This design comes from an exercise in tuning for small area and a short achievable clock period on the open sky130 flow, not from production work.
In this exercise RTL edits were held to simulation tests only and were not proved equivalent to the original.
No activity file was given, so power comes from the tool's default toggle rates.

==> standard.sh <==
#!/bin/bash
# synth_recipe.tcl (not shown) runs the flow's synth.tcl, then flattens the netlist and writes it again
# the make line also repeats each setting of config.mk as NAME=value (left out here)
make -C /OpenROAD-flow-scripts/flow DESIGN_CONFIG=/design/flow/config.mk WORK_HOME=/design/flow/orfs CLKGATE_MAP_FILE= SYNTH_SCRIPT=/design/flow/synth_recipe.tcl "${@:-finish}"
==> flow/run.sh <==
#!/bin/bash
# Layout: the standard ORFS flow (standard.sh, standard synthesis), with
#  - timing repair aimed at a setup slack of flow/margin ns, so the resizer
#    works on the real critical paths even though the clock period is loose
#    (no gate cloning, so each port keeps exactly one buffer),
#  - the standard port buffering (every port gets its own buffer), with the
#    buffer cell in flow/portbuf,
#  - a clock tree without dummy balancing loads, extra CTS options in flow/cts.
# standard.log here holds make's output; ORFS's own logs are in orfs/logs.
set -euo pipefail
M=$(cat flow/margin)
PB=$(cat flow/portbuf)
CTS_EXTRA=$(cat flow/cts 2>/dev/null || true)
cat >> config.mk <<EOC
export SETUP_SLACK_MARGIN = $M
export SKIP_GATE_CLONING = 1
export BUFFER_PORTS_ARGS = -buffer_cell $PB
export CTS_ARGS = -sink_clustering_enable -repair_clock_nets -dont_use_dummy_load $CTS_EXTRA
EOC
bash standard.sh > standard.log 2>&1
==> config.mk <==
export PLATFORM = sky130hd
export DESIGN_NAME = mac
export DESIGN_NICKNAME = mac
export VERILOG_FILES = /design/flow/design.v
export SDC_FILE = /design/flow/constraint.sdc
export NUM_CORES = 4
export LEC_CHECK = 0
export CAP_MARGIN = 20
export CORE_MARGIN = 2
export CORE_UTILIZATION = 40
export SLEW_MARGIN = 20
export SYNTH_HIERARCHICAL = 1
export SYNTH_MINIMUM_KEEP_SIZE = 0
export SETUP_SLACK_MARGIN = 11.2
export SKIP_GATE_CLONING = 1
export BUFFER_PORTS_ARGS = -buffer_cell sky130_fd_sc_hd__buf_1
export CTS_ARGS = -sink_clustering_enable -repair_clock_nets -dont_use_dummy_load 
==> flow/portbuf <==
sky130_fd_sc_hd__buf_1
==> design.v <==
module mac(input clk, input rst, input [15:0] x, input [15:0] y, output [31:0] acc);
reg r0_0;
reg r1_0;
reg r2_0;
reg r3_0;
reg r4_0;
reg r5_0;
reg r6_0;
reg r6_1;
reg r7_0;
reg r7_1;
reg r8_0;
reg r8_1;
reg r9_0;
reg r9_1;
reg r10_0;
reg r10_1;
reg r11_0;
reg r11_1;
reg r12_0;
reg r12_1;
reg r13_0;
reg r13_1;
reg r14_0;
reg r14_1;
reg r15_0;
reg r15_1;
reg r16_0;
reg r16_1;
reg r17_0;
reg r17_1;
reg r18_0;
reg r18_1;
reg r19_0;
reg r19_1;
reg r20_0;
reg r20_1;
reg r21_0;
reg r21_1;
reg r22_0;
reg r22_1;
reg r23_0;
reg r23_1;
reg r24_0;
reg r24_1;
reg r25_0;
reg r25_1;
reg r26_0;
reg r26_1;
reg r27_0;
reg r27_1;
reg r28_0;
reg r28_1;
reg r29_0;
reg r29_1;
reg r30_0;
reg r30_1;
reg r31_0;
reg rci;
wire p1;
wire p2;
wire p3;
wire p4;
wire p5;
wire p6;
wire p7;
wire p8;
wire p9;
wire p10;
wire p11;
wire p12;
wire p13;
wire p14;
wire p15;
wire p16;
wire p17;
wire p18;
wire p19;
wire p20;
wire p21;
wire p22;
wire p23;
wire p24;
wire p25;
wire p26;
wire p27;
wire p28;
wire p29;
wire p30;
wire p31;
wire p32;
wire p33;
wire p34;
wire p35;
wire p36;
wire p37;
wire p38;
wire p39;
wire p40;
wire p41;
wire p42;
wire p43;
wire p44;
wire p45;
wire p46;
wire p47;
wire p48;
wire p49;
wire p50;
wire p51;
wire p52;
wire p53;
wire p54;
wire p55;
wire p56;
wire p57;
wire p58;
wire p59;
wire p60;
wire p61;
wire p62;
wire p63;
wire p64;
wire p65;
wire p66;
wire p67;
wire p68;
wire p69;
wire p70;
wire p71;
wire p72;
wire p73;
wire p74;
wire p75;
wire p76;
wire p77;
wire p78;
wire p79;
wire p80;
wire p81;
wire p82;
wire p83;
wire p84;
wire p85;
wire p86;
wire p87;
wire p88;
wire p89;
wire p90;
wire p91;
wire p92;
wire p93;
wire p94;
wire p95;
wire p96;
wire p97;
wire p98;
wire p99;
wire p100;
wire p101;
wire p102;
wire p103;
wire p104;
wire p105;
wire p106;
wire p107;
wire p108;
wire p109;
wire p110;
wire p111;
wire p112;
wire p113;
wire p114;
wire p115;
wire p116;
wire p117;
wire p118;
wire p119;
wire p120;
wire p121;
wire p122;
wire p123;
wire p124;
wire p125;
wire p126;
wire p127;
wire p128;
wire p129;
wire p130;
wire p131;
wire p132;
wire p133;
wire p134;
wire p135;
wire p136;
wire p137;
wire p138;
wire p139;
wire p140;
wire p141;
wire p142;
wire p143;
wire p144;
wire p145;
wire p146;
wire p147;
wire p148;
wire p149;
wire p150;
wire p151;
wire p152;
wire p153;
wire p154;
wire p155;
wire p156;
wire p157;
wire p158;
wire p159;
wire p160;
wire p161;
wire p162;
wire p163;
wire p164;
wire p165;
wire p166;
wire p167;
wire p168;
wire p169;
wire p170;
wire p171;
wire p172;
wire p173;
wire p174;
wire p175;
wire p176;
wire p177;
wire p178;
wire p179;
wire p180;
wire p181;
wire p182;
wire p183;
wire p184;
wire p185;
wire p186;
wire p187;
wire p188;
wire p189;
wire p190;
wire p191;
wire p192;
wire p193;
wire p194;
wire p195;
wire p196;
wire p197;
wire p198;
wire p199;
wire p200;
wire p201;
wire p202;
wire p203;
wire p204;
wire p205;
wire p206;
wire p207;
wire p208;
wire p209;
wire p210;
wire p211;
wire p212;
wire p213;
wire p214;
wire p215;
wire p216;
wire p217;
wire p218;
wire p219;
wire p220;
wire p221;
wire p222;
wire p223;
wire p224;
wire p225;
wire p226;
wire p227;
wire p228;
wire p229;
wire p230;
wire p231;
wire p232;
wire p233;
wire p234;
wire p235;
wire p236;
wire p237;
wire p238;
wire p239;
wire p240;
wire p241;
wire p242;
wire p243;
wire p244;
wire p245;
wire p246;
wire p247;
wire p248;
wire p249;
wire p250;
wire p251;
wire p252;
wire p253;
wire p254;
wire p255;
wire p256;
wire s257;
wire c258;
wire s259;
wire c260;
wire s261;
wire c262;
wire s263;
wire c264;
wire s265;
wire c266;
wire s267;
wire c268;
wire s269;
wire c270;
wire s271;
wire c272;
wire s273;
wire c274;
wire s275;
wire c276;
wire s277;
wire c278;
wire s279;
wire c280;
wire s281;
wire c282;
wire s283;
wire c284;
wire s285;
wire c286;
wire s287;
wire c288;
wire s289;
wire c290;
wire s291;
wire c292;
wire s293;
wire c294;
wire s295;
wire c296;
wire s297;
wire c298;
wire s299;
wire c300;
wire s301;
wire c302;
wire s303;
wire c304;
wire s305;
wire c306;
wire s307;
wire c308;
wire s309;
wire c310;
wire s311;
wire c312;
wire s313;
wire c314;
wire s315;
wire c316;
wire s317;
wire c318;
wire s319;
wire c320;
wire s321;
wire c322;
wire s323;
wire c324;
wire s325;
wire c326;
wire s327;
wire c328;
wire s329;
wire c330;
wire s331;
wire c332;
wire s333;
wire c334;
wire s335;
wire c336;
wire s337;
wire c338;
wire s339;
wire c340;
wire s341;
wire c342;
wire s343;
wire c344;
wire s345;
wire c346;
wire s347;
wire c348;
wire s349;
wire c350;
wire s351;
wire c352;
wire s353;
wire c354;
wire s355;
wire c356;
wire s357;
wire c358;
wire s359;
wire c360;
wire s361;
wire c362;
wire s363;
wire c364;
wire s365;
wire c366;
wire s367;
wire c368;
wire s369;
wire c370;
wire s371;
wire c372;
wire s373;
wire c374;
wire s375;
wire c376;
wire s377;
wire c378;
wire s379;
wire c380;
wire s381;
wire c382;
wire s383;
wire c384;
wire s385;
wire c386;
wire s387;
wire c388;
wire s389;
wire c390;
wire s391;
wire c392;
wire s393;
wire c394;
wire s395;
wire c396;
wire s397;
wire c398;
wire s399;
wire c400;
wire s401;
wire c402;
wire s403;
wire c404;
wire s405;
wire c406;
wire s407;
wire c408;
wire s409;
wire c410;
wire s411;
wire c412;
wire s413;
wire c414;
wire s415;
wire c416;
wire s417;
wire c418;
wire s419;
wire c420;
wire s421;
wire c422;
wire s423;
wire c424;
wire s425;
wire c426;
wire s427;
wire c428;
wire s429;
wire c430;
wire s431;
wire c432;
wire s433;
wire c434;
wire s435;
wire c436;
wire s437;
wire c438;
wire s439;
wire c440;
wire s441;
wire c442;
wire s443;
wire c444;
wire s445;
wire c446;
wire s447;
wire c448;
wire s449;
wire c450;
wire s451;
wire c452;
wire s453;
wire c454;
wire s455;
wire c456;
wire s457;
wire c458;
wire s459;
wire c460;
wire s461;
wire c462;
wire s463;
wire c464;
wire s465;
wire c466;
wire s467;
wire c468;
wire s469;
wire c470;
wire s471;
wire c472;
wire s473;
wire c474;
wire s475;
wire c476;
wire s477;
wire c478;
wire s479;
wire c480;
wire s481;
wire c482;
wire s483;
wire c484;
wire s485;
wire c486;
wire s487;
wire c488;
wire s489;
wire c490;
wire s491;
wire c492;
wire s493;
wire c494;
wire s495;
wire c496;
wire s497;
wire c498;
wire s499;
wire c500;
wire s501;
wire c502;
wire s503;
wire c504;
wire s505;
wire c506;
wire s507;
wire c508;
wire s509;
wire c510;
wire s511;
wire c512;
wire s513;
wire c514;
wire s515;
wire c516;
wire s517;
wire c518;
wire s519;
wire c520;
wire s521;
wire c522;
wire s523;
wire c524;
wire s525;
wire c526;
wire s527;
wire c528;
wire s529;
wire c530;
wire s531;
wire c532;
wire s533;
wire c534;
wire s535;
wire c536;
wire s537;
wire c538;
wire s539;
wire c540;
wire s541;
wire c542;
wire s543;
wire c544;
wire s545;
wire c546;
wire s547;
wire c548;
wire s549;
wire c550;
wire s551;
wire c552;
wire s553;
wire c554;
wire s555;
wire c556;
wire s557;
wire c558;
wire s559;
wire c560;
wire s561;
wire c562;
wire s563;
wire c564;
wire s565;
wire c566;
wire s567;
wire c568;
wire s569;
wire c570;
wire s571;
wire c572;
wire s573;
wire c574;
wire s575;
wire c576;
wire s577;
wire c578;
wire s579;
wire c580;
wire s581;
wire c582;
wire s583;
wire c584;
wire s585;
wire c586;
wire s587;
wire c588;
wire s589;
wire c590;
wire s591;
wire c592;
wire s593;
wire c594;
wire s595;
wire c596;
wire s597;
wire c598;
wire s599;
wire c600;
wire s601;
wire c602;
wire s603;
wire c604;
wire s605;
wire c606;
wire s607;
wire c608;
wire s609;
wire c610;
wire s611;
wire c612;
wire s613;
wire c614;
wire s615;
wire c616;
wire s617;
wire c618;
wire s619;
wire c620;
wire s621;
wire c622;
wire s623;
wire c624;
wire s625;
wire c626;
wire s627;
wire c628;
wire s629;
wire c630;
wire s631;
wire c632;
wire s633;
wire c634;
wire s635;
wire c636;
wire s637;
wire c638;
wire s639;
wire c640;
wire s641;
wire c642;
wire s643;
wire c644;
wire s645;
wire c646;
wire s647;
wire c648;
wire s649;
wire c650;
wire s651;
wire c652;
wire s653;
wire c654;
wire s655;
wire c656;
wire s657;
wire c658;
wire s659;
wire c660;
wire s661;
wire c662;
wire s663;
wire c664;
wire s665;
wire c666;
wire s667;
wire c668;
wire s669;
wire c670;
wire s671;
wire c672;
wire s673;
wire c674;
wire s675;
wire c676;
wire s677;
wire c678;
wire s679;
wire c680;
wire s681;
wire c682;
wire s683;
wire c684;
wire s685;
wire c686;
wire s687;
wire c688;
wire s689;
wire c690;
wire s691;
wire c692;
wire s693;
wire c694;
wire s695;
wire c696;
wire s697;
wire c698;
wire s699;
wire c700;
wire s701;
wire c702;
wire s703;
wire c704;
wire s705;
wire c706;
wire s707;
wire c708;
wire s709;
wire c710;
wire s711;
wire c712;
wire s713;
wire c714;
wire s715;
wire c716;
wire s717;
wire c718;
wire s719;
wire c720;
wire s721;
wire c722;
wire s723;
wire c724;
wire s725;
wire c726;
wire s727;
wire c728;
wire s729;
wire c730;
wire s731;
wire c732;
wire s733;
wire c734;
wire s735;
wire c736;
wire s737;
wire c738;
wire s739;
wire c740;
wire s741;
wire c742;
wire s743;
wire c744;
wire s745;
wire c746;
wire s747;
wire c748;
wire s749;
wire c750;
wire s751;
wire c752;
wire s753;
wire c754;
wire s755;
wire c756;
wire s757;
wire c758;
wire s759;
wire c760;
wire s761;
wire c762;
wire s763;
wire c764;
wire s765;
wire c766;
wire s767;
wire c768;
wire s769;
wire c770;
wire s771;
wire c772;
wire s773;
wire c774;
wire s775;
wire c776;
wire s777;
wire c778;
wire s779;
wire c780;
wire s781;
wire c782;
wire s783;
wire c784;
wire s785;
wire c786;
wire s787;
wire c788;
wire s789;
wire c790;
wire s791;
wire c792;
wire s793;
wire c794;
wire s795;
wire c796;
wire s797;
wire c798;
wire s799;
wire c800;
wire s801;
wire c802;
wire x803;
wire x804;
wire [15:0] xg = x;
wire r0_0_f = ~r0_0;
wire r1_0_f = ~r1_0;
wire r2_0_f = ~r2_0;
wire r3_0_f = ~r3_0;
wire r4_0_f = ~r4_0;
wire r5_0_f = ~r5_0;
wire r6_0_f = ~r6_0;
wire r6_1_f = ~r6_1;
wire r7_0_f = ~r7_0;
wire r7_1_f = ~r7_1;
wire r8_0_f = ~r8_0;
wire r8_1_f = ~r8_1;
wire r9_0_f = ~r9_0;
wire r9_1_f = ~r9_1;
wire r10_0_f = ~r10_0;
wire r10_1_f = ~r10_1;
wire r11_0_f = ~r11_0;
wire r11_1_f = ~r11_1;
wire r12_0_f = ~r12_0;
wire r12_1_f = ~r12_1;
wire r13_0_f = ~r13_0;
wire r13_1_f = ~r13_1;
wire r14_0_f = ~r14_0;
wire r14_1_f = ~r14_1;
wire r15_0_f = ~r15_0;
wire r15_1_f = ~r15_1;
wire r16_0_f = ~r16_0;
wire r16_1_f = ~r16_1;
wire r17_0_f = ~r17_0;
wire r17_1_f = ~r17_1;
wire r18_0_f = ~r18_0;
wire r18_1_f = ~r18_1;
wire r19_0_f = ~r19_0;
wire r19_1_f = ~r19_1;
wire r20_0_f = ~r20_0;
wire r20_1_f = ~r20_1;
wire r21_0_f = ~r21_0;
wire r21_1_f = ~r21_1;
wire r22_0_f = ~r22_0;
wire r22_1_f = ~r22_1;
wire r23_0_f = ~r23_0;
wire r23_1_f = ~r23_1;
wire r24_0_f = ~r24_0;
wire r24_1_f = ~r24_1;
wire r25_0_f = ~r25_0;
wire r25_1_f = ~r25_1;
wire r26_0_f = ~r26_0;
wire r26_1_f = ~r26_1;
wire r27_0_f = ~r27_0;
wire r27_1_f = ~r27_1;
wire r28_0_f = ~r28_0;
wire r28_1_f = ~r28_1;
wire r29_0_f = ~r29_0;
wire r29_1_f = ~r29_1;
wire r30_0_f = ~r30_0;
wire r30_1_f = ~r30_1;
wire r31_0_f = ~r31_0;
wire rci_f = ~rci;
assign p1 = ~(xg[0] & y[0]);
assign p2 = ~(xg[0] & y[1]);
assign p3 = ~(xg[0] & y[2]);
assign p4 = ~(xg[0] & y[3]);
assign p5 = ~(xg[0] & y[4]);
assign p6 = ~(xg[0] & y[5]);
assign p7 = ~(xg[0] & y[6]);
assign p8 = ~(xg[0] & y[7]);
assign p9 = ~(xg[0] & y[8]);
assign p10 = ~(xg[0] & y[9]);
assign p11 = ~(xg[0] & y[10]);
assign p12 = ~(xg[0] & y[11]);
assign p13 = ~(xg[0] & y[12]);
assign p14 = ~(xg[0] & y[13]);
assign p15 = ~(xg[0] & y[14]);
assign p16 = ~(xg[0] & y[15]);
assign p17 = ~(xg[1] & y[0]);
assign p18 = ~(xg[1] & y[1]);
assign p19 = ~(xg[1] & y[2]);
assign p20 = ~(xg[1] & y[3]);
assign p21 = ~(xg[1] & y[4]);
assign p22 = ~(xg[1] & y[5]);
assign p23 = ~(xg[1] & y[6]);
assign p24 = ~(xg[1] & y[7]);
assign p25 = ~(xg[1] & y[8]);
assign p26 = ~(xg[1] & y[9]);
assign p27 = ~(xg[1] & y[10]);
assign p28 = ~(xg[1] & y[11]);
assign p29 = ~(xg[1] & y[12]);
assign p30 = ~(xg[1] & y[13]);
assign p31 = ~(xg[1] & y[14]);
assign p32 = ~(xg[1] & y[15]);
assign p33 = ~(xg[2] & y[0]);
assign p34 = ~(xg[2] & y[1]);
assign p35 = ~(xg[2] & y[2]);
assign p36 = ~(xg[2] & y[3]);
assign p37 = ~(xg[2] & y[4]);
assign p38 = ~(xg[2] & y[5]);
assign p39 = ~(xg[2] & y[6]);
assign p40 = ~(xg[2] & y[7]);
assign p41 = ~(xg[2] & y[8]);
assign p42 = ~(xg[2] & y[9]);
assign p43 = ~(xg[2] & y[10]);
assign p44 = ~(xg[2] & y[11]);
assign p45 = ~(xg[2] & y[12]);
assign p46 = ~(xg[2] & y[13]);
assign p47 = ~(xg[2] & y[14]);
assign p48 = ~(xg[2] & y[15]);
assign p49 = ~(xg[3] & y[0]);
assign p50 = ~(xg[3] & y[1]);
assign p51 = ~(xg[3] & y[2]);
assign p52 = ~(xg[3] & y[3]);
assign p53 = ~(xg[3] & y[4]);
assign p54 = ~(xg[3] & y[5]);
assign p55 = ~(xg[3] & y[6]);
assign p56 = ~(xg[3] & y[7]);
assign p57 = ~(xg[3] & y[8]);
assign p58 = ~(xg[3] & y[9]);
assign p59 = ~(xg[3] & y[10]);
assign p60 = ~(xg[3] & y[11]);
assign p61 = ~(xg[3] & y[12]);
assign p62 = ~(xg[3] & y[13]);
assign p63 = ~(xg[3] & y[14]);
assign p64 = ~(xg[3] & y[15]);
assign p65 = ~(xg[4] & y[0]);
assign p66 = ~(xg[4] & y[1]);
assign p67 = ~(xg[4] & y[2]);
assign p68 = ~(xg[4] & y[3]);
assign p69 = ~(xg[4] & y[4]);
assign p70 = ~(xg[4] & y[5]);
assign p71 = ~(xg[4] & y[6]);
assign p72 = ~(xg[4] & y[7]);
assign p73 = ~(xg[4] & y[8]);
assign p74 = ~(xg[4] & y[9]);
assign p75 = ~(xg[4] & y[10]);
assign p76 = ~(xg[4] & y[11]);
assign p77 = ~(xg[4] & y[12]);
assign p78 = ~(xg[4] & y[13]);
assign p79 = ~(xg[4] & y[14]);
assign p80 = ~(xg[4] & y[15]);
assign p81 = ~(xg[5] & y[0]);
assign p82 = ~(xg[5] & y[1]);
assign p83 = ~(xg[5] & y[2]);
assign p84 = ~(xg[5] & y[3]);
assign p85 = ~(xg[5] & y[4]);
assign p86 = ~(xg[5] & y[5]);
assign p87 = ~(xg[5] & y[6]);
assign p88 = ~(xg[5] & y[7]);
assign p89 = ~(xg[5] & y[8]);
assign p90 = ~(xg[5] & y[9]);
assign p91 = ~(xg[5] & y[10]);
assign p92 = ~(xg[5] & y[11]);
assign p93 = ~(xg[5] & y[12]);
assign p94 = ~(xg[5] & y[13]);
assign p95 = ~(xg[5] & y[14]);
assign p96 = ~(xg[5] & y[15]);
assign p97 = ~(xg[6] & y[0]);
assign p98 = ~(xg[6] & y[1]);
assign p99 = ~(xg[6] & y[2]);
assign p100 = ~(xg[6] & y[3]);
assign p101 = ~(xg[6] & y[4]);
assign p102 = ~(xg[6] & y[5]);
assign p103 = ~(xg[6] & y[6]);
assign p104 = ~(xg[6] & y[7]);
assign p105 = ~(xg[6] & y[8]);
assign p106 = ~(xg[6] & y[9]);
assign p107 = ~(xg[6] & y[10]);
assign p108 = ~(xg[6] & y[11]);
assign p109 = ~(xg[6] & y[12]);
assign p110 = ~(xg[6] & y[13]);
assign p111 = ~(xg[6] & y[14]);
assign p112 = ~(xg[6] & y[15]);
assign p113 = ~(xg[7] & y[0]);
assign p114 = ~(xg[7] & y[1]);
assign p115 = ~(xg[7] & y[2]);
assign p116 = ~(xg[7] & y[3]);
assign p117 = ~(xg[7] & y[4]);
assign p118 = ~(xg[7] & y[5]);
assign p119 = ~(xg[7] & y[6]);
assign p120 = ~(xg[7] & y[7]);
assign p121 = ~(xg[7] & y[8]);
assign p122 = ~(xg[7] & y[9]);
assign p123 = ~(xg[7] & y[10]);
assign p124 = ~(xg[7] & y[11]);
assign p125 = ~(xg[7] & y[12]);
assign p126 = ~(xg[7] & y[13]);
assign p127 = ~(xg[7] & y[14]);
assign p128 = ~(xg[7] & y[15]);
assign p129 = ~(xg[8] & y[0]);
assign p130 = ~(xg[8] & y[1]);
assign p131 = ~(xg[8] & y[2]);
assign p132 = ~(xg[8] & y[3]);
assign p133 = ~(xg[8] & y[4]);
assign p134 = ~(xg[8] & y[5]);
assign p135 = ~(xg[8] & y[6]);
assign p136 = ~(xg[8] & y[7]);
assign p137 = ~(xg[8] & y[8]);
assign p138 = ~(xg[8] & y[9]);
assign p139 = ~(xg[8] & y[10]);
assign p140 = ~(xg[8] & y[11]);
assign p141 = ~(xg[8] & y[12]);
assign p142 = ~(xg[8] & y[13]);
assign p143 = ~(xg[8] & y[14]);
assign p144 = ~(xg[8] & y[15]);
assign p145 = ~(xg[9] & y[0]);
assign p146 = ~(xg[9] & y[1]);
assign p147 = ~(xg[9] & y[2]);
assign p148 = ~(xg[9] & y[3]);
assign p149 = ~(xg[9] & y[4]);
assign p150 = ~(xg[9] & y[5]);
assign p151 = ~(xg[9] & y[6]);
assign p152 = ~(xg[9] & y[7]);
assign p153 = ~(xg[9] & y[8]);
assign p154 = ~(xg[9] & y[9]);
assign p155 = ~(xg[9] & y[10]);
assign p156 = ~(xg[9] & y[11]);
assign p157 = ~(xg[9] & y[12]);
assign p158 = ~(xg[9] & y[13]);
assign p159 = ~(xg[9] & y[14]);
assign p160 = ~(xg[9] & y[15]);
assign p161 = ~(xg[10] & y[0]);
assign p162 = ~(xg[10] & y[1]);
assign p163 = ~(xg[10] & y[2]);
assign p164 = ~(xg[10] & y[3]);
assign p165 = ~(xg[10] & y[4]);
assign p166 = ~(xg[10] & y[5]);
assign p167 = ~(xg[10] & y[6]);
assign p168 = ~(xg[10] & y[7]);
assign p169 = ~(xg[10] & y[8]);
assign p170 = ~(xg[10] & y[9]);
assign p171 = ~(xg[10] & y[10]);
assign p172 = ~(xg[10] & y[11]);
assign p173 = ~(xg[10] & y[12]);
assign p174 = ~(xg[10] & y[13]);
assign p175 = ~(xg[10] & y[14]);
assign p176 = ~(xg[10] & y[15]);
assign p177 = ~(xg[11] & y[0]);
assign p178 = ~(xg[11] & y[1]);
assign p179 = ~(xg[11] & y[2]);
assign p180 = ~(xg[11] & y[3]);
assign p181 = ~(xg[11] & y[4]);
assign p182 = ~(xg[11] & y[5]);
assign p183 = ~(xg[11] & y[6]);
assign p184 = ~(xg[11] & y[7]);
assign p185 = ~(xg[11] & y[8]);
assign p186 = ~(xg[11] & y[9]);
assign p187 = ~(xg[11] & y[10]);
assign p188 = ~(xg[11] & y[11]);
assign p189 = ~(xg[11] & y[12]);
assign p190 = ~(xg[11] & y[13]);
assign p191 = ~(xg[11] & y[14]);
assign p192 = ~(xg[11] & y[15]);
assign p193 = ~(xg[12] & y[0]);
assign p194 = ~(xg[12] & y[1]);
assign p195 = ~(xg[12] & y[2]);
assign p196 = ~(xg[12] & y[3]);
assign p197 = ~(xg[12] & y[4]);
assign p198 = ~(xg[12] & y[5]);
assign p199 = ~(xg[12] & y[6]);
assign p200 = ~(xg[12] & y[7]);
assign p201 = ~(xg[12] & y[8]);
assign p202 = ~(xg[12] & y[9]);
assign p203 = ~(xg[12] & y[10]);
assign p204 = ~(xg[12] & y[11]);
assign p205 = ~(xg[12] & y[12]);
assign p206 = ~(xg[12] & y[13]);
assign p207 = ~(xg[12] & y[14]);
assign p208 = ~(xg[12] & y[15]);
assign p209 = ~(xg[13] & y[0]);
assign p210 = ~(xg[13] & y[1]);
assign p211 = ~(xg[13] & y[2]);
assign p212 = ~(xg[13] & y[3]);
assign p213 = ~(xg[13] & y[4]);
assign p214 = ~(xg[13] & y[5]);
assign p215 = ~(xg[13] & y[6]);
assign p216 = ~(xg[13] & y[7]);
assign p217 = ~(xg[13] & y[8]);
assign p218 = ~(xg[13] & y[9]);
assign p219 = ~(xg[13] & y[10]);
assign p220 = ~(xg[13] & y[11]);
assign p221 = ~(xg[13] & y[12]);
assign p222 = ~(xg[13] & y[13]);
assign p223 = ~(xg[13] & y[14]);
assign p224 = ~(xg[13] & y[15]);
assign p225 = ~(xg[14] & y[0]);
assign p226 = ~(xg[14] & y[1]);
assign p227 = ~(xg[14] & y[2]);
assign p228 = ~(xg[14] & y[3]);
assign p229 = ~(xg[14] & y[4]);
assign p230 = ~(xg[14] & y[5]);
assign p231 = ~(xg[14] & y[6]);
assign p232 = ~(xg[14] & y[7]);
assign p233 = ~(xg[14] & y[8]);
assign p234 = ~(xg[14] & y[9]);
assign p235 = ~(xg[14] & y[10]);
assign p236 = ~(xg[14] & y[11]);
assign p237 = ~(xg[14] & y[12]);
assign p238 = ~(xg[14] & y[13]);
assign p239 = ~(xg[14] & y[14]);
assign p240 = ~(xg[14] & y[15]);
assign p241 = ~(xg[15] & y[0]);
assign p242 = ~(xg[15] & y[1]);
assign p243 = ~(xg[15] & y[2]);
assign p244 = ~(xg[15] & y[3]);
assign p245 = ~(xg[15] & y[4]);
assign p246 = ~(xg[15] & y[5]);
assign p247 = ~(xg[15] & y[6]);
assign p248 = ~(xg[15] & y[7]);
assign p249 = ~(xg[15] & y[8]);
assign p250 = ~(xg[15] & y[9]);
assign p251 = ~(xg[15] & y[10]);
assign p252 = ~(xg[15] & y[11]);
assign p253 = ~(xg[15] & y[12]);
assign p254 = ~(xg[15] & y[13]);
assign p255 = ~(xg[15] & y[14]);
assign p256 = ~(xg[15] & y[15]);
fa us257 (r0_0_f, p1, 1'b1, s257, c258);
fa us259 (r1_0_f, p17, p2, s259, c260);
fa us261 (c258, s259, 1'b1, s261, c262);
fa us263 (r2_0_f, p18, p3, s263, c264);
fa us265 (p33, c260, s263, s265, c266);
fa us267 (c262, s265, 1'b1, s267, c268);
fa us269 (r3_0_f, p19, p34, s269, c270);
fa us271 (p4, p49, c264, s271, c272);
fa us273 (s269, c266, s271, s273, c274);
fa us275 (c268, s273, 1'b1, s275, c276);
fa us277 (r4_0_f, p20, p35, s277, c278);
fa us279 (p5, p50, p65, s279, c280);
fa us281 (c270, s277, s279, s281, c282);
fa us283 (c272, s281, c274, s283, c284);
fa us285 (c276, s283, 1'b1, s285, c286);
fa us287 (r5_0_f, p21, p36, s287, c288);
fa us289 (p51, p6, p66, s289, c290);
fa us291 (p81, c278, c280, s291, c292);
fa us293 (s287, s289, c282, s293, c294);
fa us295 (s291, s293, c284, s295, c296);
fa us297 (c286, s295, 1'b1, s297, c298);
fa us299 (r6_0_f, r6_1_f, rci_f, s299, c300);
fa us301 (r11_0_f, r11_1_f, 1'b1, s301, c302);
fa us303 (r12_0_f, r12_1_f, p103, s303, c304);
fa us305 (p118, p13, 1'b1, s305, c306);
fa us307 (r13_0_f, r13_1_f, p104, s307, c308);
fa us309 (p119, p134, p14, s309, c310);
fa us311 (p149, p164, 1'b1, s311, c312);
fa us313 (r14_0_f, r14_1_f, p105, s313, c314);
fa us315 (p120, p135, p15, s315, c316);
fa us317 (p150, p165, p180, s317, c318);
fa us319 (p195, p210, 1'b1, s319, c320);
fa us321 (r15_0_f, r15_1_f, p106, s321, c322);
fa us323 (p121, p136, p151, s323, c324);
fa us325 (p16, p166, p181, s325, c326);
fa us327 (p196, p211, p226, s327, c328);
fa us329 (p241, p31, 1'b1, s329, c330);
fa us331 (r16_0_f, r16_1_f, p107, s331, c332);
fa us333 (p122, p137, p152, s333, c334);
fa us335 (p167, p182, p197, s335, c336);
fa us337 (p212, p227, p242, s337, c338);
fa us339 (p32, p47, 1'b1, s339, c340);
fa us341 (r17_0_f, r17_1_f, p108, s341, c342);
fa us343 (p123, p138, p153, s343, c344);
fa us345 (p168, p183, p198, s345, c346);
fa us347 (p213, p228, p243, s347, c348);
fa us349 (r18_0_f, r18_1_f, p109, s349, c350);
fa us351 (p124, p139, p154, s351, c352);
fa us353 (p169, p184, p199, s353, c354);
fa us355 (r19_0_f, r19_1_f, p110, s355, c356);
fa us357 (p125, p140, p155, s357, c358);
fa us359 (r20_0_f, r20_1_f, p111, s359, c360);
fa us361 (s299, p22, p37, s361, c362);
fa us363 (p52, p67, p7, s363, c364);
fa us365 (r7_0_f, r7_1_f, c300, s365, c366);
fa us367 (p113, p23, p38, s367, c368);
fa us369 (r8_0_f, r8_1_f, p114, s369, c370);
fa us371 (p129, p24, p39, s371, c372);
fa us373 (r9_0_f, r9_1_f, p10, s373, c374);
fa us375 (p100, p115, p130, s375, c376);
fa us377 (p145, p25, 1'b1, s377, c378);
fa us379 (r10_0_f, r10_1_f, p101, s379, c380);
fa us381 (p11, p116, p131, s381, c382);
fa us383 (p146, p161, p26, s383, c384);
fa us385 (p41, p56, 1'b1, s385, c386);
fa us387 (s301, p102, p117, s387, c388);
fa us389 (p12, p132, p147, s389, c390);
fa us391 (p162, p177, p27, s391, c392);
fa us393 (p42, p57, p72, s393, c394);
fa us395 (c302, p133, p148, s395, c396);
fa us397 (p163, p178, p193, s397, c398);
fa us399 (p28, p43, p58, s399, c400);
fa us401 (p73, p88, s303, s401, c402);
fa us403 (p179, p194, p209, s403, c404);
fa us405 (p29, p44, p59, s405, c406);
fa us407 (p74, p89, c304, s407, c408);
fa us409 (c306, s307, s309, s409, c410);
fa us411 (p225, p30, p45, s411, c412);
fa us413 (p60, p75, p90, s413, c414);
fa us415 (c308, c310, c312, s415, c416);
fa us417 (s313, s315, s317, s417, c418);
fa us419 (p46, p61, p76, s419, c420);
fa us421 (p91, c314, c316, s421, c422);
fa us423 (c318, c320, s321, s423, c424);
fa us425 (s323, s325, s327, s425, c426);
fa us427 (p62, p77, p92, s427, c428);
fa us429 (c322, c324, c326, s429, c430);
fa us431 (c328, c330, s331, s431, c432);
fa us433 (s333, s335, s337, s433, c434);
fa us435 (p48, p63, p78, s435, c436);
fa us437 (p93, c332, c334, s437, c438);
fa us439 (c336, c338, c340, s439, c440);
fa us441 (s341, s343, s345, s441, c442);
fa us443 (p214, p229, p244, s443, c444);
fa us445 (p64, p79, p94, s445, c446);
fa us447 (c342, c344, c346, s447, c448);
fa us449 (c348, s349, s351, s449, c450);
fa us451 (p170, p185, p200, s451, c452);
fa us453 (p215, p230, p245, s453, c454);
fa us455 (p80, p95, c350, s455, c456);
fa us457 (c352, c354, s355, s457, c458);
fa us459 (p126, p141, p156, s459, c460);
fa us461 (p171, p186, p201, s461, c462);
fa us463 (p216, p231, p246, s463, c464);
fa us465 (p96, c356, c358, s465, c466);
fa us467 (r21_0_f, r21_1_f, p112, s467, c468);
fa us469 (p127, p142, p157, s469, c470);
fa us471 (p172, p187, p202, s471, c472);
fa us473 (p217, p232, p247, s473, c474);
fa us475 (r22_0_f, r22_1_f, p128, s475, c476);
fa us477 (p143, p158, p173, s477, c478);
fa us479 (p188, p203, p218, s479, c480);
fa us481 (r23_0_f, r23_1_f, p144, s481, c482);
fa us483 (p159, p174, p189, s483, c484);
fa us485 (r24_0_f, r24_1_f, p160, s485, c486);
fa us487 (p82, p97, c288, s487, c488);
fa us489 (c290, s361, 1'b1, s489, c490);
fa us491 (s365, p53, p68, s491, c492);
fa us493 (p8, p83, p98, s493, c494);
fa us495 (c362, c364, 1'b1, s495, c496);
fa us497 (c366, p54, p69, s497, c498);
fa us499 (p84, p9, p99, s499, c500);
fa us501 (c368, s369, s371, s501, c502);
fa us503 (p40, p55, p70, s503, c504);
fa us505 (p85, c370, c372, s505, c506);
fa us507 (s373, s375, s377, s507, c508);
fa us509 (p71, p86, c374, s509, c510);
fa us511 (c376, c378, s379, s511, c512);
fa us513 (s381, s383, s385, s513, c514);
fa us515 (p87, c380, c382, s515, c516);
fa us517 (c384, c386, s387, s517, c518);
fa us519 (s389, s391, s393, s519, c520);
fa us521 (c388, c390, c392, s521, c522);
fa us523 (c394, s305, s395, s523, c524);
fa us525 (s397, s399, s401, s525, c526);
fa us527 (c396, c398, c400, s527, c528);
fa us529 (s311, s403, s405, s529, c530);
fa us531 (c402, s407, s409, s531, c532);
fa us533 (c404, c406, s319, s533, c534);
fa us535 (s411, s413, c408, s535, c536);
fa us537 (c410, s415, s417, s537, c538);
fa us539 (c412, c414, s329, s539, c540);
fa us541 (s419, c416, c418, s541, c542);
fa us543 (s421, s423, s425, s543, c544);
fa us545 (c420, s339, s427, s545, c546);
fa us547 (c422, c424, c426, s547, c548);
fa us549 (s429, s431, s433, s549, c550);
fa us551 (c428, s347, s435, s551, c552);
fa us553 (c430, c432, c434, s553, c554);
fa us555 (s437, s439, s441, s555, c556);
fa us557 (c436, s353, s443, s557, c558);
fa us559 (s445, c438, c440, s559, c560);
fa us561 (c442, s447, s449, s561, c562);
fa us563 (c444, c446, s357, s563, c564);
fa us565 (s451, s453, c448, s565, c566);
fa us567 (c450, s455, s457, s567, c568);
fa us569 (c452, c454, s359, s569, c570);
fa us571 (s459, s461, s463, s571, c572);
fa us573 (c456, c458, s465, s573, c574);
fa us575 (c360, c460, c462, s575, c576);
fa us577 (c464, s467, s469, s577, c578);
fa us579 (s471, s473, c466, s579, c580);
fa us581 (p233, p248, c468, s581, c582);
fa us583 (c470, c472, c474, s583, c584);
fa us585 (s475, s477, s479, s585, c586);
fa us587 (p204, p219, p234, s587, c588);
fa us589 (p249, c476, c478, s589, c590);
fa us591 (c480, s481, s483, s591, c592);
fa us593 (p175, p190, p205, s593, c594);
fa us595 (p220, p235, p250, s595, c596);
fa us597 (c482, c484, s485, s597, c598);
fa us599 (r25_0_f, r25_1_f, p176, s599, c600);
fa us601 (p191, p206, p221, s601, c602);
fa us603 (p236, p251, c486, s603, c604);
fa us605 (r26_0_f, r26_1_f, p192, s605, c606);
fa us607 (p207, p222, p237, s607, c608);
fa us609 (r27_0_f, r27_1_f, p208, s609, c610);
fa us611 (s363, c292, s487, s611, c612);
fa us613 (s367, s491, s493, s613, c614);
fa us615 (c488, c490, 1'b1, s615, c616);
fa us617 (c492, c494, s497, s617, c618);
fa us619 (s499, c496, s501, s619, c620);
fa us621 (c498, c500, s503, s621, c622);
fa us623 (c502, s505, s507, s623, c624);
fa us625 (c504, c506, c508, s625, c626);
fa us627 (s509, s511, s513, s627, c628);
fa us629 (c510, c512, c514, s629, c630);
fa us631 (s515, s517, s519, s631, c632);
fa us633 (c516, c518, c520, s633, c634);
fa us635 (s521, s523, s525, s635, c636);
fa us637 (c522, c524, s527, s637, c638);
fa us639 (s529, c526, s531, s639, c640);
fa us641 (c528, c530, s533, s641, c642);
fa us643 (s535, c532, s537, s643, c644);
fa us645 (c534, s539, c536, s645, c646);
fa us647 (c538, s541, s543, s647, c648);
fa us649 (c540, s545, c542, s649, c650);
fa us651 (c544, s547, s549, s651, c652);
fa us653 (c546, s551, c548, s653, c654);
fa us655 (c550, s553, s555, s655, c656);
fa us657 (c552, s557, c554, s657, c658);
fa us659 (s559, c556, s561, s659, c660);
fa us661 (c558, s563, c560, s661, c662);
fa us663 (s565, c562, s567, s663, c664);
fa us665 (c564, s569, s571, s665, c666);
fa us667 (c566, c568, s573, s667, c668);
fa us669 (c570, c572, s575, s669, c670);
fa us671 (s577, c574, s579, s671, c672);
fa us673 (c576, c578, s581, s673, c674);
fa us675 (s583, s585, c580, s675, c676);
fa us677 (s587, c582, c584, s677, c678);
fa us679 (c586, s589, s591, s679, c680);
fa us681 (c588, s593, s595, s681, c682);
fa us683 (c590, c592, s597, s683, c684);
fa us685 (c594, c596, s599, s685, c686);
fa us687 (s601, c598, s603, s687, c688);
fa us689 (p252, c600, c602, s689, c690);
fa us691 (s605, s607, c604, s691, c692);
fa us693 (p223, p238, p253, s693, c694);
fa us695 (c606, c608, s609, s695, c696);
fa us697 (r28_0_f, r28_1_f, p224, s697, c698);
fa us699 (p239, p254, c610, s699, c700);
fa us701 (r29_0_f, r29_1_f, p240, s701, c702);
fa us703 (s489, c294, 1'b1, s703, c704);
fa us705 (s495, s613, c612, s705, c706);
fa us707 (c614, s617, c616, s707, c708);
fa us709 (c618, s621, c620, s709, c710);
fa us711 (c622, c624, s625, s711, c712);
fa us713 (c626, c628, s629, s713, c714);
fa us715 (c630, c632, s633, s715, c716);
fa us717 (c634, s637, c636, s717, c718);
fa us719 (c638, s641, c640, s719, c720);
fa us721 (c642, s645, c644, s721, c722);
fa us723 (c646, s649, c648, s723, c724);
fa us725 (c650, s653, c652, s725, c726);
fa us727 (c654, s657, c656, s727, c728);
fa us729 (c658, s661, c660, s729, c730);
fa us731 (s665, c662, c664, s731, c732);
fa us733 (c666, s669, c668, s733, c734);
fa us735 (c670, s673, c672, s735, c736);
fa us737 (c674, s677, s679, s737, c738);
fa us739 (s681, c678, c680, s739, c740);
fa us741 (c682, s685, c684, s741, c742);
fa us743 (c686, s689, c688, s743, c744);
fa us745 (s693, c690, s695, s745, c746);
fa us747 (c694, s697, c696, s747, c748);
fa us749 (p255, c698, s701, s749, c750);
fa us751 (r30_0_f, r30_1_f, p256, s751, c752);
fa us753 (s611, s703, 1'b1, s753, c754);
fa us755 (s615, c704, s705, s755, c756);
fa us757 (s619, c706, s707, s757, c758);
fa us759 (s623, c708, s709, s759, c760);
fa us761 (s627, c710, s711, s761, c762);
fa us763 (s631, c712, s713, s763, c764);
fa us765 (c714, s715, s635, s765, c766);
fa us767 (c716, s639, s717, s767, c768);
fa us769 (s643, c718, s719, s769, c770);
fa us771 (s647, c720, s721, s771, c772);
fa us773 (s651, c722, s723, s773, c774);
fa us775 (s655, c724, s725, s775, c776);
fa us777 (s659, c726, s727, s777, c778);
fa us779 (s663, c728, s729, s779, c780);
fa us781 (s667, c730, s731, s781, c782);
fa us783 (s671, c732, s733, s783, c784);
fa us785 (s675, c734, s735, s785, c786);
fa us787 (c676, s737, c736, s787, c788);
fa us789 (s683, c738, s739, s789, c790);
fa us791 (s687, c740, s741, s791, c792);
fa us793 (s691, c742, s743, s793, c794);
fa us795 (c692, s745, c744, s795, c796);
fa us797 (s699, c746, s747, s797, c798);
fa us799 (c700, s749, c748, s799, c800);
fa us801 (c702, s751, c750, s801, c802);
assign x803 = ~(r31_0_f ^ c752);
assign x804 = ~(x803 ^ c802);
always @(posedge clk) begin
  r0_0 <= ~(rst | s257);
  r1_0 <= ~(rst | s261);
  r2_0 <= ~(rst | s267);
  r3_0 <= ~(rst | s275);
  r4_0 <= ~(rst | s285);
  r5_0 <= ~(rst | s297);
  r6_0 <= ~(rst | c296);
  r6_1 <= ~(rst | s753);
  r7_0 <= ~(rst | c754);
  r7_1 <= ~(rst | s755);
  r8_0 <= ~(rst | c756);
  r8_1 <= ~(rst | s757);
  r9_0 <= ~(rst | c758);
  r9_1 <= ~(rst | s759);
  r10_0 <= ~(rst | c760);
  r10_1 <= ~(rst | s761);
  r11_0 <= ~(rst | c762);
  r11_1 <= ~(rst | s763);
  r12_0 <= ~(rst | c764);
  r12_1 <= ~(rst | s765);
  r13_0 <= ~(rst | c766);
  r13_1 <= ~(rst | s767);
  r14_0 <= ~(rst | c768);
  r14_1 <= ~(rst | s769);
  r15_0 <= ~(rst | c770);
  r15_1 <= ~(rst | s771);
  r16_0 <= ~(rst | c772);
  r16_1 <= ~(rst | s773);
  r17_0 <= ~(rst | c774);
  r17_1 <= ~(rst | s775);
  r18_0 <= ~(rst | c776);
  r18_1 <= ~(rst | s777);
  r19_0 <= ~(rst | c778);
  r19_1 <= ~(rst | s779);
  r20_0 <= ~(rst | c780);
  r20_1 <= ~(rst | s781);
  r21_0 <= ~(rst | c782);
  r21_1 <= ~(rst | s783);
  r22_0 <= ~(rst | c784);
  r22_1 <= ~(rst | s785);
  r23_0 <= ~(rst | c786);
  r23_1 <= ~(rst | s787);
  r24_0 <= ~(rst | s789);
  r24_1 <= ~(rst | c788);
  r25_0 <= ~(rst | c790);
  r25_1 <= ~(rst | s791);
  r26_0 <= ~(rst | c792);
  r26_1 <= ~(rst | s793);
  r27_0 <= ~(rst | c794);
  r27_1 <= ~(rst | s795);
  r28_0 <= ~(rst | s797);
  r28_1 <= ~(rst | c796);
  r29_0 <= ~(rst | c798);
  r29_1 <= ~(rst | s799);
  r30_0 <= ~(rst | s801);
  r30_1 <= ~(rst | c800);
  r31_0 <= ~(rst | x804);
  rci <= ~(rst | c298);
end
assign acc[0] = r0_0;
assign acc[1] = r1_0;
assign acc[2] = r2_0;
assign acc[3] = r3_0;
assign acc[4] = r4_0;
assign acc[5] = r5_0;
wire [25:0] ra = {r31_0, r30_0, r29_0, r28_0, r27_0, r26_0, r25_0, r24_0, r23_0, r22_0, r21_0, r20_0, r19_0, r18_0, r17_0, r16_0, r15_0, r14_0, r13_0, r12_0, r11_0, r10_0, r9_0, r8_0, r7_0, r6_0};
wire [25:0] rb = {1'b0, r30_1, r29_1, r28_1, r27_1, r26_1, r25_1, r24_1, r23_1, r22_1, r21_1, r20_1, r19_1, r18_1, r17_1, r16_1, r15_1, r14_1, r13_1, r12_1, r11_1, r10_1, r9_1, r8_1, r7_1, r6_1};
addn u_add (ra, rb, rci, acc[31:6]);
endmodule
module addn(input [25:0] a, input [25:0] b, input ci, output [25:0] s);
wire [25:0] g, p, c;
pgen u_pg (a, b, g, p);
pfx u_pfx (g, p, ci, c);
assign s = p ^ c;
endmodule
module pgen(input [25:0] a, input [25:0] b, output [25:0] g, output [25:0] p);
assign g = a & b;
assign p = a ^ b;
endmodule
module pfx(input [25:0] g, input [25:0] p, input ci, output [25:0] c);
wire gc0 = g[0] | (p[0] & ci);
wire G1 = g[1] | (p[1] & gc0);
wire G2 = g[3] | (p[3] & g[2]);
wire P2 = p[3] & p[2];
wire G3 = g[5] | (p[5] & g[4]);
wire P3 = p[5] & p[4];
wire G4 = g[7] | (p[7] & g[6]);
wire P4 = p[7] & p[6];
wire G5 = g[9] | (p[9] & g[8]);
wire P5 = p[9] & p[8];
wire G6 = g[11] | (p[11] & g[10]);
wire P6 = p[11] & p[10];
wire G7 = g[13] | (p[13] & g[12]);
wire P7 = p[13] & p[12];
wire G8 = g[15] | (p[15] & g[14]);
wire P8 = p[15] & p[14];
wire G9 = g[17] | (p[17] & g[16]);
wire P9 = p[17] & p[16];
wire G10 = g[19] | (p[19] & g[18]);
wire P10 = p[19] & p[18];
wire G11 = g[21] | (p[21] & g[20]);
wire P11 = p[21] & p[20];
wire G12 = g[23] | (p[23] & g[22]);
wire P12 = p[23] & p[22];
wire G13 = g[25] | (p[25] & g[24]);
wire P13 = p[25] & p[24];
wire G14 = g[2] | (p[2] & G1);
wire G15 = G2 | (P2 & G1);
wire G16 = g[6] | (p[6] & G3);
wire P16 = p[6] & P3;
wire G17 = G4 | (P4 & G3);
wire P17 = P4 & P3;
wire G18 = g[10] | (p[10] & G5);
wire P18 = p[10] & P5;
wire G19 = G6 | (P6 & G5);
wire P19 = P6 & P5;
wire G20 = g[14] | (p[14] & G7);
wire P20 = p[14] & P7;
wire G21 = G8 | (P8 & G7);
wire P21 = P8 & P7;
wire G22 = g[18] | (p[18] & G9);
wire P22 = p[18] & P9;
wire G23 = G10 | (P10 & G9);
wire P23 = P10 & P9;
wire G24 = g[22] | (p[22] & G11);
wire P24 = p[22] & P11;
wire G25 = G12 | (P12 & G11);
wire P25 = P12 & P11;
wire G26 = g[4] | (p[4] & G15);
wire G27 = G3 | (P3 & G15);
wire G28 = G16 | (P16 & G15);
wire G29 = G17 | (P17 & G15);
wire G30 = g[12] | (p[12] & G19);
wire P30 = p[12] & P19;
wire G31 = G7 | (P7 & G19);
wire P31 = P7 & P19;
wire G32 = G20 | (P20 & G19);
wire P32 = P20 & P19;
wire G33 = G21 | (P21 & G19);
wire P33 = P21 & P19;
wire G34 = g[20] | (p[20] & G23);
wire P34 = p[20] & P23;
wire G35 = G11 | (P11 & G23);
wire P35 = P11 & P23;
wire G36 = G24 | (P24 & G23);
wire P36 = P24 & P23;
wire G37 = G25 | (P25 & G23);
wire P37 = P25 & P23;
wire G38 = g[8] | (p[8] & G29);
wire G39 = G5 | (P5 & G29);
wire G40 = G18 | (P18 & G29);
wire G41 = G19 | (P19 & G29);
wire G42 = G30 | (P30 & G29);
wire G43 = G31 | (P31 & G29);
wire G44 = G32 | (P32 & G29);
wire G45 = G33 | (P33 & G29);
wire G46 = g[24] | (p[24] & G37);
wire P46 = p[24] & P37;
wire G47 = G13 | (P13 & G37);
wire P47 = P13 & P37;
wire G48 = g[16] | (p[16] & G45);
wire G49 = G9 | (P9 & G45);
wire G50 = G22 | (P22 & G45);
wire G51 = G23 | (P23 & G45);
wire G52 = G34 | (P34 & G45);
wire G53 = G35 | (P35 & G45);
wire G54 = G36 | (P36 & G45);
wire G55 = G37 | (P37 & G45);
wire G56 = G46 | (P46 & G45);
wire G57 = G47 | (P47 & G45);
assign c[0] = ci;
assign c[1] = gc0;
assign c[2] = G1;
assign c[3] = G14;
assign c[4] = G15;
assign c[5] = G26;
assign c[6] = G27;
assign c[7] = G28;
assign c[8] = G29;
assign c[9] = G38;
assign c[10] = G39;
assign c[11] = G40;
assign c[12] = G41;
assign c[13] = G42;
assign c[14] = G43;
assign c[15] = G44;
assign c[16] = G45;
assign c[17] = G48;
assign c[18] = G49;
assign c[19] = G50;
assign c[20] = G51;
assign c[21] = G52;
assign c[22] = G53;
assign c[23] = G54;
assign c[24] = G55;
assign c[25] = G56;
endmodule
module fa(input a, input b, input c, output s, output co);
assign s = a ^ b ^ c;
assign co = (a & b) | (a & c) | (b & c);
endmodule
==> flow/margin <==
11.2
==> flow/cts <==

==> constraint.sdc <==
create_clock -name core_clock -period 18.0 [get_ports {clk}]
set_input_delay 3.6000 -clock core_clock [delete_from_list [all_inputs] [get_ports {clk}]]
set_output_delay 3.6000 -clock core_clock [all_outputs]
set_load 0.01 [all_outputs]
==> implementation parameters, run 1 <==
Parameter                              Value

Cells and area
  Area taken by multi-input logic gates ... 7760 um^2
  Storage element area ... 1160 um^2
  Non-filler cells in the finished layout ... 1247
  Fin area ... 10200 um^2
  Share of the core filled with cells ... 0.433
  Fraction of layout instances using a drive strength above 1 ... 0.0680
  Net count, final ... 1262
  Number of fillers in the final layout ... 2315
  Synth-to-Final Area Change ... 5.73%

Job
  Max-capacitance violation count ... 0

CTS
  Clock tree from TritonCTS ... built
  Number of buffers inserted during clock tree synthesis ... 9
  CTS clk-pin slew, worst paths ... 0.04 ns
  Clock tree root driver cell ... sky130_fd_sc_hd__clkbuf_16
  Largest buffer count on any clock path ... 2
  Max H-tree Level ... 3
  Clock latency at the later pin of the worst-skew pair ... 0.34 ns
  TritonCTS sink count ... 58

Logic synthesis
  Yosys warning count ... 7
  Number of synthesized flops with an enable pin ... 0
  Area share of the largest cell type after synthesis ... 0.567
  Most used standard cell by instance count after synthesis ... sky130_fd_sc_hd__fa_1
  Synth cell count leaders ... sky130_fd_sc_hd__fa_1 (273), sky130_fd_sc_hd__nand2_1 (261), sky130_fd_sc_hd__inv_1 (59), sky130_fd_sc_hd__nor2_1 (59), sky130_fd_sc_hd__dfxtp_1 (58)
  Library cell with the largest summed area after synthesis ... sky130_fd_sc_hd__fa_1
  Post-synthesis average cell area ... approximately 10 um^2
  Post-synth ARST share ... 0
  Most instantiated flip-flop cell in the synthesis netlist ... sky130_fd_sc_hd__dfxtp_1
  Gate count after technology mapping ... slightly above 900
  Sequential-to-total area share from yosys stat ... 0.121
  Area of the mapped netlist ... 9630 um^2
  Number of different library cells in the post-synthesis netlist ... 34
  Flip-flop and latch count after synthesis ... 58
  Ranking of synthesized cells by area ... sky130_fd_sc_hd__fa_1 (57%), sky130_fd_sc_hd__dfxtp_1 (12%), sky130_fd_sc_hd__nand2_1 (10%), sky130_fd_sc_hd__ha_1 (3.4%), sky130_fd_sc_hd__buf_4 (2.6%)

STA
  Setup TNS ... 0 ns
  Max Clock Freq ... 148 MHz
  Post-route clock skew ... about 0.013 ns
  Ratio of final minimum period to clock period ... 0.374
  Setup repair after global routing missed its margin ... true
  Post-route minimum period ... between 6 and 7 ns
  Final worst slack ... 11.27 ns
  Fin Hold WS ... 0.627 ns
  Final max-slew violation count ... 0
  Finish-stage setup viols ... 0
  Transition time of the tightest slew-check pin ... 0.666 ns
  Relative slew margins ... 0.556
  Hold violation total from the final report ... 0

Place
  RePlAce Congestion ... 0.831
  # placed instances ... 1237
  IO buf count ... 65
  Placed Instance Area ... 9880 um^2
  Half-perimeter wire length after placement ... about 18000 um
  Worst-case setup slack after placement ... about 10 ns

Route
  Total routed wirelength ... 23400 um
  DRC violations left ... 0
  DR iter-0 viols ... 358
  Drt via density ... 5.02
  Detailed-router iteration count before antenna repair ... 5
  Routed wire per std cell ... 18.8 um
  Total via count after detailed routing ... 6256
  ANT nets after route ... 0

GRT
  Number of global-route vias before repair ... 7144
  Total global routing track utilization ... 0.201
  Remaining global-route overflow ... 0
  Global-route wire length before repair ... around 40000 um
  Largest net degree at the start of global routing ... 59
  Antenna violations before repair ... 1

Worst setup path
  Worst-path fanout max ... 16
  Worst EP arrival ... a little under 7 ns
  Worst Setup Path Type ... input pin to flip-flop
  CP required ... 18.18 ns
  Crit path capture type ... flip-flop
  Kind of start point of the critical path ... input pin

Status
  Run status ... finished clean

Min path
  Tightest Hold Check Type ... flip-flop to flip-flop

Floorplanning
  Die area ... 25300 um^2
  Initial core utilization ... 0.409
  Number of placement rows ... 56
  IO Pins ... 66
  Area of the core region ... between 20000 and 25000 um^2
  Vert. Die Dim ... about 160 um
  Die Span X ... around 160 um

Power and ir drop
  Pwr Total ... 1.78 mW
  Power density over the cells ... 174 nW/um^2
  Worst vdd ir ... 0.0000790 V
  Standby leakage power ... 3.95 nW
==> cells in the final DEF (no fill, tap or decap), types with 9 or more instances in the layout <==
| cell | n |
|---|---|
| sky130_fd_sc_hd__a21o_1 | 20 |
| sky130_fd_sc_hd__buf_1 | 45 |
| sky130_fd_sc_hd__buf_4 | 10 |
| sky130_fd_sc_hd__clkbuf_16 | 9 |
| sky130_fd_sc_hd__clkbuf_4 | 11 |
| sky130_fd_sc_hd__conb_1 | 20 |
| sky130_fd_sc_hd__dfxtp_1 | 58 |
| sky130_fd_sc_hd__fa_1 | 259 |
| sky130_fd_sc_hd__fa_2 | 14 |
| sky130_fd_sc_hd__ha_1 | 26 |
| sky130_fd_sc_hd__inv_1 | 59 |
| sky130_fd_sc_hd__nand2_1 | 261 |
| sky130_fd_sc_hd__nor2_1 | 59 |
| sky130_fd_sc_hd__xor2_1 | 26 |
==> layout make-up <==
| type | count | area share |
|---|---|---|
| multi-input combinational | 722 | 0.762 |
| timing repair buffer | 79 | 0.0409 |
| inverter | 59 | 0.0217 |
| antenna | 1 | 0.000246 |
| tap | 319 | 0.0392 |
| sequential | 58 | 0.114 |
| clock buffer | 9 | 0.0221 |
==> power by group <==
| part | total (mW) | leakage, nW | switching [mW] | internal [mW] |
|---|---|---|---|---|
| registers | 0.224 | 0.482 | 0.0285 | 0.195 |
| logic | 1.41 | 3.35 | 0.758 | 0.648 |
| clock network | 0.146 | 0.111 | 0.0585 | 0.0873 |
| total | 1.78 | 3.95 | 0.845 | 0.930 |
==> per-module statistics from Yosys (local to each module, per instance) <==
module / cells / area [um^2] / copies in the design
pgen: 26 / 325 / 1
addn: 26 / 228 / 1
fa: 1 / 20.0 / 273
pfx: 90 / 619 / 1
mac: 508 / 2990 / 1
==> per-layer routing <==
metal | share of wire | wire [um] | up-vias | track usage
li1 | - | - | 2707 | -
met3 | 0.048 | 1120 | 34 | 0.0362
met1 | 0.42 | 9850 | 3321 | 0.260
met2 | 0.51 | 11900 | 194 | 0.344
met5 | 0 | 0 | - | 0
met4 | 0.024 | 551 | 0 | 0.0645
==> final timing paths <==
path              start    end  slack (ns)  cells after the start
setup / recovery   x[7]  r20_1       11.27                     10
setup reg to reg  r11_0  r13_1       14.45                      8
hold reg to reg    r0_0   r0_0        0.63                      3
hold / removal     r0_0   r0_0        0.63                      3
==> repair_timing <==
action | in CTS | in global routing
gates resized for setup | 48 | 19
hold buffers | 0 | 0
setup endpoints to repair | 32 | 17
setup buffers | 0 | 0
==> cell families (layout without fill, tap and decap cells) <==
| family | count (synthesis) | count (layout) | synth area share |
|---|---|---|---|
| other cells | 2 | 21 | 0.000780 |
| simple gates | 330 | 330 | 0.132 |
| buf+inv | 161 | 147 | 0.0859 |
| fa+ha+maj | 299 | 299 | 0.601 |
| xor+xnor | 27 | 27 | 0.0260 |
| compound gates | 46 | 46 | 0.0339 |
| flops | 58 | 58 | 0.121 |
==> critical path, stage by stage <==
cell and delay (ns):
sky130_fd_sc_hd__buf_1 0.06, sky130_fd_sc_hd__buf_4 0.26, sky130_fd_sc_hd__nand2_1 0.13, sky130_fd_sc_hd__fa_2 0.49
sky130_fd_sc_hd__fa_1 0.41, sky130_fd_sc_hd__fa_1 0.53, sky130_fd_sc_hd__fa_1 0.42, sky130_fd_sc_hd__fa_1 0.46
sky130_fd_sc_hd__fa_1 0.50, sky130_fd_sc_hd__nor2_1 0.05
==> run 2, diff against run 1 <==
==> flow/margin (replaced) <==
11.3
--- a/config.mk
+++ b/config.mk
@@ -13,3 +13,3 @@
 export SYNTH_MINIMUM_KEEP_SIZE = 0
-export SETUP_SLACK_MARGIN = 11.2
+export SETUP_SLACK_MARGIN = 11.3
 export SKIP_GATE_CLONING = 1
==> run 2 against run 1 <==
  * Still clean
  * Worst hold slack better by 0.0032 ns
  * Design area increased by 2.3%
  * Via count rose by 1.7%
  * Final cell count grew 1.2%
  * Area after synthesis is the same
  * Sequential share of layout area shrank 0.26 points
  * Register-to-register slack about the same
  * Sequential cell count is the same
  * Count of clock-buffer cells in the layout stayed put
  * Routed wire length rose by 2.5%
  * First-iteration DRC count is 9.5% lower
  * Power increased by 0.54%
  * Largest power group unchanged
==> implementation parameters, run 2 <==
Parameter                              Value

Logic synthesis
  Library cell with the largest summed area after synthesis ... sky130_fd_sc_hd__fa_1
  Most used standard cell by instance count after synthesis ... sky130_fd_sc_hd__fa_1
  Area of the mapped netlist ... 9630 um^2
  Synth cell count leaders ... sky130_fd_sc_hd__fa_1 (273), sky130_fd_sc_hd__nand2_1 (261), sky130_fd_sc_hd__inv_1 (59), sky130_fd_sc_hd__nor2_1 (59), sky130_fd_sc_hd__dfxtp_1 (58)
  Number of different library cells in the post-synthesis netlist ... 34
  Post-synthesis average cell area ... about 10 um^2
  Yosys warning count ... 7
  Most instantiated flip-flop cell in the synthesis netlist ... sky130_fd_sc_hd__dfxtp_1
  Gate count after technology mapping ... 923
  Area share of the largest cell type after synthesis ... 0.567
  Ranking of synthesized cells by area ... sky130_fd_sc_hd__fa_1 (57%), sky130_fd_sc_hd__dfxtp_1 (12%), sky130_fd_sc_hd__nand2_1 (10%), sky130_fd_sc_hd__ha_1 (3.4%), sky130_fd_sc_hd__buf_4 (2.6%)
  Number of synthesized flops with an enable pin ... 0
  Flip-flop and latch count after synthesis ... 58
  Post-synth ARST share ... 0
  Sequential-to-total area share from yosys stat ... 0.121

STA
  Ratio of final minimum period to clock period ... 0.371
  Setup repair after global routing missed its margin ... true
  Post-route minimum period ... 6.68 ns
  Transition time of the tightest slew-check pin ... 0.656 ns
  Setup TNS ... 0 ns
  Relative slew margins ... 0.563
  Finish-stage setup viols ... 0
  Final max-slew violation count ... 0
  Max Clock Freq ... 150 MHz
  Post-route clock skew ... 0.00743 ns
  Hold violation total from the final report ... 0

Cells and area
  Synth-to-Final Area Change ... 8.16%
  Top library cells by usage in the layout, fill and taps aside ... sky130_fd_sc_hd__nand2_1 (261), sky130_fd_sc_hd__fa_1 (250), sky130_fd_sc_hd__nor2_1 (59), sky130_fd_sc_hd__inv_1 (59), sky130_fd_sc_hd__dfxtp_1 (58)
  Commonest non-fill, non-tap cell in the layout ... sky130_fd_sc_hd__nand2_1
  Number of fillers in the final layout ... 2266
  Net count, final ... 1278
  Fraction of layout instances using a drive strength above 1 ... 0.101
  Count of antenna diodes in the layout ... 0

CTS
  Number of buffers inserted during clock tree synthesis ... 9
  Clock latency at the later pin of the worst-skew pair ... ~0.34 ns
  Max H-tree Level ... 3
  CTS clk-pin slew, worst paths ... ~0.050 ns
  CTS hold repair buffers ... 0
  Clock tree from TritonCTS ... built
  Largest buffer count on any clock path ... 2
  TritonCTS sink count ... between 50 and 60
  Clock tree root driver cell ... sky130_fd_sc_hd__clkbuf_16

Route
  DR iter-0 viols ... 324
  DRC violations left ... 0
  Detailed-router iteration count before antenna repair ... 4
  Routed wire per std cell ... 19.0 um
  Drt via density ... 5.04
  Total routed wirelength ... 24000 um
  Total via count after detailed routing ... 6363
  ANT nets after route ... 0

Worst setup path
  Capturing element of the worst setup path ... r17_1
  Worst setup slack for register-to-register paths ... 14.44 ns
  Slowest cell on the critical path ... sky130_fd_sc_hd__fa_1
  Stages on the worst setup path ... 9
  Kind of start point of the critical path ... input pin
  CP required ... 18.20 ns
  CP Cell Sequence ... clkbuf_4 -> nand2_1 -> fa_2 -> fa_1 -> fa_2 -> fa_2 -> fa_1 -> fa_1 -> nor2_1
  CP top delay family ... adder cells
  Bufs and invs on worst path ... 1
  Worst r2r dst ... r13_1
  Worst Setup Path Type ... input pin to flip-flop
  Reg2Reg Depth ... 8
  Crit Reg-Reg Startpoint ... r11_0
  Worst EP arrival ... roughly 6.9 ns
  Worst-path fanout max ... 16
  Beginning of the critical path ... x[11]
  Crit path capture type ... flip-flop
  Delay of the slowest cell on the worst path ... roughly 0.58 ns

Power and ir drop
  Standby leakage power ... slightly above 4 nW
  Worst vdd ir ... 0.0000999 V
  Pwr Total ... 1.79 mW
  Power density over the cells ... around 170 nW/um^2

Floorplanning
  Die area ... 25300 um^2
  IO Pins ... 66
  Area of the core region ... 23500 um^2
  Number of placement rows ... 56
  Initial core utilization ... 0.409
  Die Span X ... between 150 and 200 um
  Vert. Die Dim ... 159 um

GRT
  Number of global-route vias before repair ... between 7000 and 8000
  Largest net degree at the start of global routing ... 59
  Total global routing track utilization ... 0.204
  Antenna violations before repair ... 0
  Global-route wire length before repair ... 39400 um
  Remaining global-route overflow ... 0

Status
  Run status ... finished clean

Job
  Max-capacitance violation count ... 0

Place
  RePlAce Congestion ... 0.835
  Half-perimeter wire length after placement ... 18400 um
  IO buf count ... 65

Min path
  Tightest Hold Check Type ... flip-flop to flip-flop
  Instance count along the most critical hold path ... 2
==> run 2: cell counts after synthesis <==
No cell type changed its count.
==> run 2: what timing repair did <==
item,in CTS,in global routing
setup endpoints to repair,38,16
pin swaps,0,1
gates resized for setup,79,27
buffers inserted,0,21
==> run 2: worst min-delay path by stage <==
stage | from | slack (ns) | endpoint
floorplan | r0_0 | 0.60 | r0_0
global placement | r31_0 | 0.61 | r31_0
detailed placement | r31_0 | 0.63 | r31_0
CTS | r31_0 | 0.64 | r31_0
global route | r0_0 | 0.67 | r0_0
finish | r31_0 | 0.63 | r31_0
==> run 2: cells by family after synthesis <==
| group | Yosys count | synth area share |
|---|---|---|
| AO/OA/AOI/OAI | 46 | 0.0339 |
| XOR/XNOR | 27 | 0.0260 |
| adder cells (fa/ha/maj) | 299 | 0.601 |
| buffers and inverters | 161 | 0.0859 |
| flip-flops | 58 | 0.121 |
| other | 2 | 0.000780 |
| AND/OR/NAND/NOR | 330 | 0.132 |
==> run 2: metrics by stage <==
| step | hold slack (ns) | instances | instance area, um^2 | worst slack, ns | util |
|---|---|---|---|---|---|
| after floorplan | 0.598 | 941 | 10000 | 11.19 | - |
| after global placement | 0.614 | 1232 | 9860 | 10.46 | 0.419 |
| after detailed placement | 0.627 | 1232 | 9860 | 10.41 | 0.419 |
| after CTS | 0.636 | 1241 | 10200 | 11.25 | 0.432 |
| after global routing | 0.675 | 1262 | 10400 | 11.27 | 0.442 |
| final | 0.630 | 1262 | 10400 | 11.32 | 0.442 |
==> run 2: worst register-to-register path, delay by kind of cell (launching register included) <==
family / cells / cell delay [ns]
buffers and inverters: 1 / 0.07
adder cells (fa/ha/maj): 6 / 2.98
flip-flops: 1 / 0.34
AND/OR/NAND/NOR: 1 / 0.04
==> run 2: power by group <==
part           total [mW]  internal, mW  switching, mW
registers           0.224         0.195         0.0288
clock network       0.146        0.0873         0.0592
logic                1.41         0.654          0.760
total                1.79         0.937          0.848
==> run 2: layer usage <==
| metal | track usage | part of all wire |
|---|---|---|
| met5 | 0 | 0 |
| met4 | 0.0665 | 0.028 |
| met3 | 0.0323 | 0.045 |
| met2 | 0.349 | 0.51 |
| met1 | 0.266 | 0.42 |
==> run 2: area by class of cell <==
| type | instances | area [um^2] | area share |
|---|---|---|---|
| flip-flops and latches | 58 | 1160 | 0.111 |
| clock buffers | 9 | 225 | 0.0216 |
| repair buffers | 95 | 613 | 0.0589 |
| well taps | 319 | 399 | 0.0383 |
| multi-input cells | 722 | 7800 | 0.748 |
| inverters | 59 | 221 | 0.0213 |
==> run 2: per-module statistics from Yosys, one instance, submodules excluded <==
module	cell area, um^2	flops+latches
mac	2990	58
pgen	325	0
addn	228	0
fa	20.0	0
pfx	619	0

==> port drivers added, routing unchanged <==
In the flow no input, the clock included, has a driving cell. The finished layouts below were timed again as built, in two steps.
Step 1 (the two cells are an assumption about what drives the block):
set clk [get_ports {clk}]
set_driving_cell -lib_cell sky130_fd_sc_hd__clkbuf_16 $clk
set_driving_cell -lib_cell sky130_fd_sc_hd__buf_2 [delete_from_list [all_inputs] $clk]
Step 2 also shifts input and output timing later by t, the mid clock arrival at the registers, as if the neighbouring blocks saw the same clock.
Three values: no drivers, after step 1, after step 2; two values: the first two.
| run | t, ns | slack for setup (ns) | worst setup path at the end | worst slew at a driven data input, ns | cell pins on the clock port's net |
|---|---|---|---|---|---|
| run 1 | 0.382 | 11.266 / 11.272 / 10.890 | input to register | 0.07 | 1 |
| run 2 | 0.387 | 11.324 / 11.346 / 10.959 | input to register | 0.07 | 1 |
After both steps every run listed still meets setup and hold. The setup slack of run 1, which loses most, moves by +0.006 ns with the drivers and by -0.376 ns with both steps.
